From an optimization exercise on the open Yosys and OpenROAD flow, aimed at small area; shortcuts taken in it are not production practice.
Function was checked by simulation only, so behaviour that the tests miss may differ from the original.
The flow treats the clock pin as an ideal source. Dropping or thinning the clock tree relies on that and would not hold on a real chip.
No activity file was given, so power comes from the tool's default toggle rates.

## FIR
module FIR(
	input				clk,
	input				rst_n,
	input				clk_en,
	input  [15:0]	filter_in,
	output [15:0]	filter_out
);
reg [15:0] d0, d1, d2, d3, d4, d5, d6, d7, d8, d9;
reg [15:0] out;
reg clr;    
always @(posedge clk or negedge rst_n) begin
	if (!rst_n) clr <= 1'b1;
	else        clr <= 1'b0;
end
wire ld   = clk_en & ~clr;
wire hold = ~clk_en & ~clr;
wire nld  = ~ld;
wire s1, c2; ha us1 (.a(d1[0]), .b(d9[0]), .s(s1), .co(c2));
wire s3, c4; ha us3 (.a(d1[1]), .b(d9[1]), .s(s3), .co(c4));
wire s5, c6; ha us5 (.a(d1[2]), .b(d9[2]), .s(s5), .co(c6));
wire s7, c8; ha us7 (.a(d1[3]), .b(d9[3]), .s(s7), .co(c8));
wire s9, c10; ha us9 (.a(d1[4]), .b(d9[4]), .s(s9), .co(c10));
wire s11, c12; ha us11 (.a(d1[5]), .b(d9[5]), .s(s11), .co(c12));
wire s13, c14; ha us13 (.a(d1[6]), .b(d9[6]), .s(s13), .co(c14));
wire s15, c16; ha us15 (.a(d1[7]), .b(d9[7]), .s(s15), .co(c16));
wire s17, c18; ha us17 (.a(d1[8]), .b(d9[8]), .s(s17), .co(c18));
wire s19, c20; ha us19 (.a(d1[9]), .b(d9[9]), .s(s19), .co(c20));
wire s21, c22; ha us21 (.a(d1[10]), .b(d9[10]), .s(s21), .co(c22));
wire s23, c24; ha us23 (.a(d1[11]), .b(d9[11]), .s(s23), .co(c24));
wire s25, c26; ha us25 (.a(d1[12]), .b(d9[12]), .s(s25), .co(c26));
wire s27, c28; ha us27 (.a(d1[13]), .b(d9[13]), .s(s27), .co(c28));
wire s29, c30; ha us29 (.a(d1[14]), .b(d9[14]), .s(s29), .co(c30));
wire s31, c32; ha us31 (.a(d1[15]), .b(d9[15]), .s(s31), .co(c32));
wire p0_g33 = c4 | (s3 & c2);
wire p0_g34 = c8 | (s7 & c6);
wire p0_p35 = s7 & s5;
wire p0_g36 = c12 | (s11 & c10);
wire p0_p37 = s11 & s9;
wire p0_g38 = c16 | (s15 & c14);
wire p0_p39 = s15 & s13;
wire p0_g40 = c20 | (s19 & c18);
wire p0_p41 = s19 & s17;
wire p0_g42 = c24 | (s23 & c22);
wire p0_p43 = s23 & s21;
wire p0_g44 = c28 | (s27 & c26);
wire p0_p45 = s27 & s25;
wire p0_g46 = c32 | (s31 & c30);
wire p0_p47 = s31 & s29;
wire p0_g48 = c6 | (s5 & p0_g33);
wire p0_g49 = p0_g34 | (p0_p35 & p0_g33);
wire p0_g50 = c14 | (s13 & p0_g36);
wire p0_p51 = s13 & p0_p37;
wire p0_g52 = p0_g38 | (p0_p39 & p0_g36);
wire p0_p53 = p0_p39 & p0_p37;
wire p0_g54 = c22 | (s21 & p0_g40);
wire p0_p55 = s21 & p0_p41;
wire p0_g56 = p0_g42 | (p0_p43 & p0_g40);
wire p0_p57 = p0_p43 & p0_p41;
wire p0_g58 = c30 | (s29 & p0_g44);
wire p0_p59 = s29 & p0_p45;
  ...
export LEC_CHECK = 0
export CAP_MARGIN = 20
export CORE_MARGIN = 2
export CORE_UTILIZATION = 40
export SLEW_MARGIN = 20
export SYNTH_HIERARCHICAL = 1
create_clock -name core_clock -period 6.0 [get_ports {clk}]
standard.sh (not shown) runs the stock make flow with config.mk's settings and CLKGATE_MAP_FILE= SYNTH_SCRIPT=/design/flow/synth_recipe.tcl, a recipe that flattens the netlist after the stock synthesis.
==> flow/flow/run.sh <==
#!/bin/bash
# Layout: the standard ORFS flow (standard.sh), with these changes passed to ORFS
# through its own variables and step hooks:
#  - the ports are buffered with the smallest buffer (buf_1) instead of the flow's default;
#  - clock tree synthesis uses clkbuf_8 buffers and inserts no dummy loads;
#  - useful skew: the output registers out[*] are clocked from the root of the clock tree
#    through a chain of delay cells (flow/skew_cts.tcl, after clock tree synthesis), which
#    gives the paths from the delay line into them more time; before clock tree synthesis
#    the same skew is given to the timing-driven steps as ideal clock latency
#    (flow/skew_pre.tcl).  The paths from out[*] to the ports have ample slack.
# The full output of the flow goes to flow.log in this folder; ORFS keeps each step's log
# under orfs/logs/.
set -euo pipefail
HERE=$(pwd)
export BUFFER_PORTS_ARGS="-buffer_cell sky130_fd_sc_hd__buf_1"
export CTS_ARGS="-sink_clustering_enable -repair_clock_nets -buf_list sky130_fd_sc_hd__clkbuf_8 -dont_use_dummy_load"
export SKEW_NDLY=2
export SKEW_IDEAL_NS=1.15
export PRE_FLOORPLAN_TCL=$HERE/flow/skew_pre.tcl
export POST_CTS_TCL=$HERE/flow/skew_cts.tcl
export SKIP_CTS_REPAIR_TIMING=1
bash standard.sh > flow.log 2>&1
==> flow/flow/skew_cts.tcl <==
# Hook after clock tree synthesis: clock the output registers out[*] through a chain of delay
# cells from the root of the clock tree, so the long path from the delay line into them gets
# more time (useful skew between registers; the paths from out[*] to the ports have room).
# Then legalize and repair timing as the CTS step would.
set block [ord::get_db_block]
set db [ord::get_db]
set flops {}
foreach inst [$block getInsts] {
  if { [string match "out*" [$inst getName]] && [string match "sky130_fd_sc_hd__df*" [[$inst getMaster] getName]] } {
    lappend flops $inst
  }
}
puts "skew: [llength $flops] output registers"
set pins {}
foreach f $flops { lappend pins [get_pins -of_objects [get_cells [$f getName]] -filter "name == CLK"] }
unset_clock_latency $pins
set root [$block findInst clkbuf_0_clk]
set prev [[$root findITerm X] getNet]
set cx 0
set cy 0
foreach f $flops {
  set loc [$f getLocation]
  set cx [expr {$cx + [lindex $loc 0]}]
  set cy [expr {$cy + [lindex $loc 1]}]
}
set cx [expr {int($cx / [llength $flops])}]
set cy [expr {int($cy / [llength $flops])}]
set chain {}
for {set i 0} {$i < $::env(SKEW_NDLY)} {incr i} { lappend chain sky130_fd_sc_hd__dlygate4sd3_1 }
lappend chain sky130_fd_sc_hd__clkbuf_8
set i 0
foreach mname $chain {
  set inst [odb::dbInst_create $block [$db findMaster $mname] "skew_cell$i"]
  set net [odb::dbNet_create $block "skew_clk$i"]
  $net setSigType CLOCK
  [$inst findITerm A] connect $prev
  [$inst findITerm X] connect $net
  $inst setLocation $cx $cy
  $inst setPlacementStatus PLACED
  set prev $net
  incr i
}
foreach f $flops {
  set it [$f findITerm CLK]
  $it disconnect
  $it connect $prev
}
global_connect
set_placement_padding -global \
  -left $::env(CELL_PAD_IN_SITES_DETAIL_PLACEMENT) \
  -right $::env(CELL_PAD_IN_SITES_DETAIL_PLACEMENT)
detailed_placement
estimate_parasitics -placement
report_clock_skew
report_checks -path_delay min -format end -group_path_count 60 -endpoint_path_count 1
report_checks -path_delay min -through [get_pins -of_objects [get_cells out*] -filter "name == D"] -format full -group_path_count 1
repair_timing_helper
detailed_placement
check_placement -verbose
report_checks -path_delay max -format end -group_path_count 3
report_checks -path_delay min -format end -group_path_count 3
==> flow/flow/skew_pre.tcl <==
# Hook before floorplanning: the output registers will be clocked late (see skew_cts.tcl);
# tell the timing-driven steps before clock tree synthesis about it as ideal clock latency.
set skew_pins {}
foreach inst [get_cells *] {
  set ref [get_property $inst ref_name]
  if { [string match "out*" [get_property $inst name]] && [string match "sky130_fd_sc_hd__df*" $ref] } {
    lappend skew_pins [get_pins -of_objects $inst -filter "name == CLK"]
  }
}
puts "skew: [llength $skew_pins] output registers get ideal clock latency $::env(SKEW_IDEAL_NS) ns"
set_clock_latency $::env(SKEW_IDEAL_NS) $skew_pins
Change:
--- a/flow/flow/run.sh
+++ b/flow/flow/run.sh
@@ -15,6 +15,6 @@
 export BUFFER_PORTS_ARGS="-buffer_cell sky130_fd_sc_hd__buf_1"
 export CTS_ARGS="-sink_clustering_enable -repair_clock_nets -buf_list sky130_fd_sc_hd__clkbuf_8 -dont_use_dummy_load"
-export SKEW_NDLY=2
-export SKEW_IDEAL_NS=1.15
+export SKEW_CHAIN="dlygate4sd3_1 dlygate4sd3_1 dlygate4sd1_1 clkbuf_8"
+export SKEW_IDEAL_NS=1.4
 export PRE_FLOORPLAN_TCL=$HERE/flow/skew_pre.tcl
 export POST_CTS_TCL=$HERE/flow/skew_cts.tcl
--- a/flow/flow/skew_cts.tcl
+++ b/flow/flow/skew_cts.tcl
@@ -27,6 +27,5 @@
 set cy [expr {int($cy / [llength $flops])}]
 set chain {}
-for {set i 0} {$i < $::env(SKEW_NDLY)} {incr i} { lappend chain sky130_fd_sc_hd__dlygate4sd3_1 }
-lappend chain sky130_fd_sc_hd__clkbuf_8
+foreach c $::env(SKEW_CHAIN) { lappend chain sky130_fd_sc_hd__$c }
 set i 0
 foreach mname $chain {
@@ -41,8 +40,26 @@
   incr i
 }
+set oldnets {}
 foreach f $flops {
   set it [$f findITerm CLK]
+  lappend oldnets [$it getNet]
   $it disconnect
   $it connect $prev
+}
+# clock buffers left without loads are removed
+foreach n [lsort -unique $oldnets] {
+  set nloads 0
+  foreach it [$n getITerms] {
+    if { [$it isInputSignal] } { incr nloads }
+  }
+  if { $nloads == 0 } {
+    set drv [$n getFirstOutput]
+    if { $drv != "NULL" } {
+      set bi [$drv getInst]
+      puts "skew: removing clock buffer [$bi getName] left without loads"
+      odb::dbInst_destroy $bi
+    }
+    odb::dbNet_destroy $n
+  }
 }
 global_connect
- CORE_UTILIZATION: 40 -> 50
- HOLD_SLACK_MARGIN: not set -> 0.1
=> Die area falls by about a fifth; via count hardly moves; worst hold slack gets worse by 60 ps.
Change:
- CORE_UTILIZATION: 50 -> 40
Effect:
- utilization is lower by 11 points
- power stays flat
- critical path depth is higher by 1
- wire length is lower by about 1.8%
- clock skew is higher by 10 ps
- sequential cell count is unchanged
- fmax is lower by about 0.33%
- global-route usage is lower by 4.2 points
- design area is higher by 0.78%
- via count is about the same
- first-iteration DRC count is higher by about 12%
Change:
--- a/flow/flow/run.sh
+++ b/flow/flow/run.sh
@@ -15,6 +15,6 @@
 export BUFFER_PORTS_ARGS="-buffer_cell sky130_fd_sc_hd__buf_1"
 export CTS_ARGS="-sink_clustering_enable -repair_clock_nets -buf_list sky130_fd_sc_hd__clkbuf_8 -dont_use_dummy_load"
-export SKEW_CHAIN="dlygate4sd3_1 dlygate4sd3_1 dlygate4sd1_1 clkbuf_8"
-export SKEW_IDEAL_NS=1.4
+export SKEW_NDLY=3
+export SKEW_IDEAL_NS=1.75
 export PRE_FLOORPLAN_TCL=$HERE/flow/skew_pre.tcl
 export POST_CTS_TCL=$HERE/flow/skew_cts.tcl
--- a/flow/flow/skew_cts.tcl
+++ b/flow/flow/skew_cts.tcl
@@ -27,5 +27,6 @@
 set cy [expr {int($cy / [llength $flops])}]
 set chain {}
-foreach c $::env(SKEW_CHAIN) { lappend chain sky130_fd_sc_hd__$c }
+for {set i 0} {$i < $::env(SKEW_NDLY)} {incr i} { lappend chain sky130_fd_sc_hd__dlygate4sd3_1 }
+lappend chain sky130_fd_sc_hd__clkbuf_8
 set i 0
 foreach mname $chain {
@@ -40,26 +41,8 @@
   incr i
 }
-set oldnets {}
 foreach f $flops {
   set it [$f findITerm CLK]
-  lappend oldnets [$it getNet]
   $it disconnect
   $it connect $prev
-}
-# clock buffers left without loads are removed
-foreach n [lsort -unique $oldnets] {
-  set nloads 0
-  foreach it [$n getITerms] {
-    if { [$it isInputSignal] } { incr nloads }
-  }
-  if { $nloads == 0 } {
-    set drv [$n getFirstOutput]
-    if { $drv != "NULL" } {
-      set bi [$drv getInst]
-      puts "skew: removing clock buffer [$bi getName] left without loads"
-      odb::dbInst_destroy $bi
-    }
-    odb::dbNet_destroy $n
-  }
 }
 global_connect
- HOLD_SLACK_MARGIN: 0.1 -> not set
Effect:
- The new run passed the timing, DRC and antenna checks
- clock power goes down by about 1%
- clock skew is higher by 350 ps
- flip-flop and latch count stays the same
- die area is unchanged
- power barely changes
- cell area is higher by 0.52%
- routed wire length is about the same
- cell count is about the same
- worst hold slack loses 36 ps

==> separate check: timing with driven ports <==
In the flow no input, the clock included, has a driving cell. The finished layouts below were timed again as built, in two steps.
Step 1 sets driving cells, clkbuf_16 on the clock port and buf_2 on the other inputs (assumed; they add their load-dependent delay and slew).
Step 2, shift: input delay + t, output delay - t, t = (earliest + latest rising clock arrival at the registers) / 2. This alone moves slack from input paths to output paths.
Slacks: ideal / step 1 / step 2; pairs: ideal / step 1.
| run | t, ns | setup WS [ns] | worst hold slack (ns) | worst setup path after step 2 | latest minus earliest clock arrival (ns) |
|---|---|---|---|---|---|
| the first run | 1.063 | 0.312 / 0.312 / 0.312 | 0.204 / 0.204 / 0.204 | register to register | 1.137 / 1.136 |
| the second run | 1.151 | 0.422 / 0.422 / 0.422 | 0.144 / 0.144 / 0.144 | register to register | 1.362 / 1.361 |
| the third run | 1.177 | 0.403 / 0.403 / 0.403 | 0.100 / 0.100 / 0.100 | register to register | 1.371 / 1.372 |
| the fourth run | 1.347 | 0.304 / 0.304 / 0.304 | 0.064 / 0.064 / 0.064 | register to register | 1.726 / 1.725 |
In every run listed the clock reaches the registers at very different times; t lies between them, and the last value is a rough guide only.
